This is an optimization exercise on Yosys and OpenROAD, whose aim is small area and a short achievable clock period, not a production implementation. Only simulation tests tie the RTL to the original design; equivalence was not proved. Power and IR drop assume default switching activity.

==> flow/design.v <==
module rgst #(
    parameter w=32
)(
    input sl, ss, sh, input [w-1:0] dl, ds, dh, output [w-1:0] d
);
    assign d = ({w{sl}} & dl) | ({w{ss}} & ds) | ({w{sh}} & dh);
endmodule
module rgst2 #(
    parameter w=32
)(
    input ss, sh, input [w-1:0] ds, dh, output [w-1:0] d
);
    assign d = ({w{ss}} & ds) | ({w{sh}} & dh);
endmodule
module mschdpath (
    input clk, rst_b,ld_merg,upd_mreg, input [511:0] blk, output [31:0] m0
);
    function [31:0] RtRot(input [31:0] x, input [4:0] p);
        reg [63:0] tmp; begin
        tmp = {x, x} >> p; RtRot = tmp[31:0];end
    endfunction
    function [31:0] Sgm0(input [31:0]x); begin
        Sgm0=RtRot(x,7)^RtRot(x,18)^(x>>3);end
    endfunction
    function [31:0] Sgm1(input [31:0]x); begin
        Sgm1=RtRot(x,17)^RtRot(x,19)^(x>>10);end
    endfunction
    function [31:0] Word32(input [511:0]blk, input [3:0]idx); begin
        Word32 = blk[511-32*idx -:32];end
    endfunction
    wire sl = upd_mreg & ld_merg;
    wire ss = upd_mreg & ~ld_merg;
    wire sh = ~upd_mreg;
    reg z;
    always @ (posedge clk, negedge rst_b)
        if (!rst_b)   z <= 1'b1;
        else if (sl)  z <= 1'b0;
    reg [31:0] m[0:14];
    reg [31:0] ps, pc;
    wire [31:0] dm[0:14];
    wire [31:0] dps, dpc;
    rgst #(.w(32)) s0(.sl(sl), .ss(ss & ~z), .sh(sh), .dl(Word32(blk,0)), .ds(m[1]), .dh(m[0]), .d(dm[0]));
    always @ (posedge clk, negedge rst_b)
        if (!rst_b) m[0] <= 32'd0;
        else        m[0] <= dm[0];
    genvar k;
    generate
        for (k = 1; k < 14; k = k + 1) begin: wd
            rgst #(.w(32)) sk(.sl(sl), .ss(ss), .sh(sh), .dl(Word32(blk,k)), .ds(m[k+1]), .dh(m[k]), .d(dm[k]));
        end
    endgenerate
    rgst #(.w(32)) s14(.sl(sl), .ss(ss), .sh(sh), .dl(Word32(blk,14)), .ds(ps + pc), .dh(m[14]), .d(dm[14]));
    wire [31:0] a = m[0], b = Sgm0(m[1]), c = m[9], d = Sgm1(m[14]);
    wire [31:0] s1v = a ^ b ^ c;
    wire [31:0] c1v = {(a[30:0] & b[30:0]) | (a[30:0] & c[30:0]) | (b[30:0] & c[30:0]), 1'b0};
    wire [31:0] s2v = s1v ^ c1v ^ d;
    wire [31:0] c2v = {(s1v[30:0] & c1v[30:0]) | (s1v[30:0] & d[30:0]) | (c1v[30:0] & d[30:0]), 1'b0};
    rgst  #(.w(32)) sps(.sl(sl), .ss(ss), .sh(sh), .dl(Word32(blk,15)), .ds(s2v), .dh(ps), .d(dps));
    rgst2 #(.w(32)) spc(.ss(ss), .sh(sh), .ds(c2v), .dh(pc), .d(dpc));
    integer i;
    always @ (posedge clk) begin
        for (i = 1; i < 15; i = i + 1) m[i] <= dm[i];
        ps <= dps;
        pc <= dpc;
    end
    assign m0 = m[0];
endmodule
clock: 4.5 ns
lec_check: 0
cap_margin: 20
core_margin: 2
core_utilization: 40
slew_margin: 20
synth_hierarchical: 1
run.sh (not shown) runs the stock make flow with config.mk's settings and CLKGATE_MAP_FILE= SYNTH_SCRIPT=/design/flow/synth_recipe.tcl, a recipe that flattens the netlist after the stock synthesis.
Then changed:
Settings changed: SETUP_SLACK_MARGIN set to 2.3.
After rerunning: The changed run went through all stages and came out clean; cell count is higher by about 2%; setup slack improved by 0.30 ns; synthesized cell count stays the same; non-clock buffer count grows by 70; die area is unchanged.

---

## job 3826
Another version of the RTL of mschdpath (not shown whole).
Size in the first run: ~2700 cells after synthesis, about 550 I/O pins, roughly 25000 um^2 of cells after synthesis.
==> flow/config.mk <==
export PLATFORM = sky130hd
export DESIGN_NAME = mschdpath
export DESIGN_NICKNAME = mschdpath
export VERILOG_FILES = /design/flow/design.v
export SDC_FILE = /design/flow/constraint.sdc
export NUM_CORES = 4
export LEC_CHECK = 0
export CAP_MARGIN = 20
export CORE_MARGIN = 2
export CORE_UTILIZATION = 62
export CTS_CLUSTER_DIAMETER = 70
export CTS_CLUSTER_SIZE = 30
export PLACE_DENSITY = 0.72
export SETUP_SLACK_MARGIN = 2.5
export SLEW_MARGIN = 20
export SYNTH_HIERARCHICAL = 1
==> flow/constraint.sdc <==
create_clock -name core_clock -period 4.5 [get_ports {clk}]
set_input_delay 0.9000 -clock core_clock [delete_from_list [all_inputs] [get_ports {clk}]]
set_output_delay 0.9000 -clock core_clock [all_outputs]
set_load 0.01 [all_outputs]
standard.sh (not shown) runs the stock make flow with config.mk's settings and CLKGATE_MAP_FILE= SYNTH_SCRIPT=/design/flow/synth_recipe.tcl, a recipe that flattens the netlist after the stock synthesis.
==> flow/flow/run.sh <==
#!/bin/bash
# Standard layout, but the port buffers are the smallest buffer (buf_1)
# rather than the delay cell buffer_ports picks by default.
set -o pipefail
export BUFFER_PORTS_ARGS="-buffer_cell sky130_fd_sc_hd__buf_1"
bash standard.sh > standard_flow.log 2>&1
Modified inputs, job 758 compared to job 3826
- a deleted CTS_CLUSTER_DIAMETER that had been 70
- a deleted CTS_CLUSTER_SIZE that had been 30
- a deleted PLACE_DENSITY that had been 0.72
- a change of CORE_UTILIZATION from 62 to 40
Results
- Post-detailed-route via-to-cell ratio (lower): job 758
- Job 758 vs. job 3826: via count went down by 5.9%.
- Job 758 vs. job 3826: critical path depth decreased by 7 relative to the old numbers, total routed wire length on the met1 layer went up by 15%.
- The per-cell routed wire length in job 3826 is 1.10 times that in job 758.
- Between job 3826 and job 758, power increased.
- Going from job 3826 to job 758, overall die height has increased, required time at the worst-slack endpoint decreased 1.36 ns.
Edits applied to the flow inputs when going from job 758 to job 2483:
- CTS_CLUSTER_SIZE: unset -> 30
- CTS_CLUSTER_DIAMETER: unset -> 70
- CORE_UTILIZATION: 40 -> 48
==> comparison <==
- Between job 2483 and job 758, met2 demand-to-capacity share in global routing is lower for job 758, job 2483 comes in above that.
- Looking at final non-filler cell area across job 2483 and job 758, the one that comes out lower is job 2483.
- Any difference in wire length between job 758 and job 2483 is small enough to ignore.
Input changes introduced in job 5190 (baseline for comparison: job 2483):
- CTS_CLUSTER_SIZE removed (was 30)
- CORE_UTILIZATION changed from 48 to 40
- CTS_CLUSTER_DIAMETER removed (was 70)
==> flow/run.sh (new file) <==
#!/bin/bash
# synth_recipe.tcl (not shown) runs the flow's synth.tcl, then flattens the netlist and writes it again
# the make line also repeats each setting of config.mk as NAME=value (left out here)
make -C /OpenROAD-flow-scripts/flow DESIGN_CONFIG=/design/flow/config.mk WORK_HOME=/design/flow/orfs CLKGATE_MAP_FILE= SYNTH_SCRIPT=/design/flow/synth_recipe.tcl finish
removed: flow/flow/run.sh
removed: flow/standard.sh
Results
Job 5190 has completed all stages; timing, DRC and antenna checks passed.
Clock-buffer cell count in job 5190 vs job 2483: up 46
Diff job 2483 -> job 5190: antenna cell count up 3; final period utilization essentially unchanged; violation count after the first detailed-routing iteration fell about 1.5%.
[inputs] job 2496 vs job 5190
- an added CTS_CLUSTER_SIZE of 30
- an added CTS_CLUSTER_DIAMETER of 70
==> flow/flow/run.sh (new file) <==
#!/bin/bash
# Standard layout, but the port buffers are the smallest buffer (buf_1)
# rather than the delay cell buffer_ports picks by default.
set -o pipefail
export BUFFER_PORTS_ARGS="-buffer_cell sky130_fd_sc_hd__buf_1"
bash standard.sh > standard_flow.log 2>&1
==> flow/standard.sh (new file) <==
#!/bin/bash
# synth_recipe.tcl (not shown) runs the flow's synth.tcl, then flattens the netlist and writes it again
# the make line also repeats each setting of config.mk as NAME=value (left out here)
make -C /OpenROAD-flow-scripts/flow DESIGN_CONFIG=/design/flow/config.mk WORK_HOME=/design/flow/orfs CLKGATE_MAP_FILE= SYNTH_SCRIPT=/design/flow/synth_recipe.tcl "${@:-finish}"
removed: flow/run.sh
Results
- Cmp job 5190 and job 2496 / share of power burned in registers / higher: job 2496
- Relative to job 5190, the clock-pin slew reported for the worst setup and hold paths after clock tree synthesis of job 2496 is higher by 0.05 ns.
- Clock network power share: job 2496 < job 5190
- The per-cell via count in the routed design of job 2496 falls short of that of job 5190 by about 2.5%.
- Job 2496 vs. job 5190: number of clock buffer instances in the layout went down by about 50%.
Here is what was changed in the inputs of job 6569 compared with job 2496.
- PLACE_DENSITY: unset -> 0.65
- CORE_UTILIZATION: 40 -> 55
Results
Diff job 2496 -> job 6569: worst setup margin up 0.011 ns, number of instances resized during post-cts repair down 13, count of endpoints failing hold in the final timing report flat.

-- afterwards: timing with drivers on the ports --
In the flow no input, the clock included, has a driving cell. The finished layouts below were timed again as built, in two steps. Step 1 assumes that a clkbuf_16 drives the clock port and a buf_2 every other input. Step 2 also shifts input and output timing later by t, the mid clock arrival at the registers, as if the neighbouring blocks saw the same clock. Three values: ideal ports, drivers, drivers and shift; two values: the first two.
| run | t, ns | setup slack, ns | slew at the worst register clock pin (ns) | pins driven straight from the clock port |
|---|---|---|---|---|
| the first run of note 1 | 0.673 | 1.387 / 1.387 / 1.387 | 0.06 / 0.06 | 1 |
| the second run of note 1 | 0.683 | 1.682 / 1.682 / 1.682 | 0.07 / 0.07 | 1 |
| job 3826 | 0.641 | 2.099 / 2.099 / 1.917 | 0.11 / 0.11 | 1 |
| job 758 | 0.688 | 2.380 / 2.319 / 1.925 | 0.07 / 0.07 | 1 |
| job 2483 | 0.641 | 2.399 / 2.332 / 1.959 | 0.11 / 0.11 | 1 |
| job 5190 | 0.680 | 2.393 / 2.331 / 1.976 | 0.06 / 0.06 | 1 |
| job 2496 | 0.643 | 2.411 / 2.351 / 1.864 | 0.11 / 0.11 | 1 |
| job 6569 | 0.647 | 2.422 / 2.357 / 1.917 | 0.11 / 0.11 | 1 |
After both steps every run listed still meets setup and hold. For job 2496, which loses most, drivers alone change the setup slack by -0.060 ns; drivers and shift together by -0.547 ns.
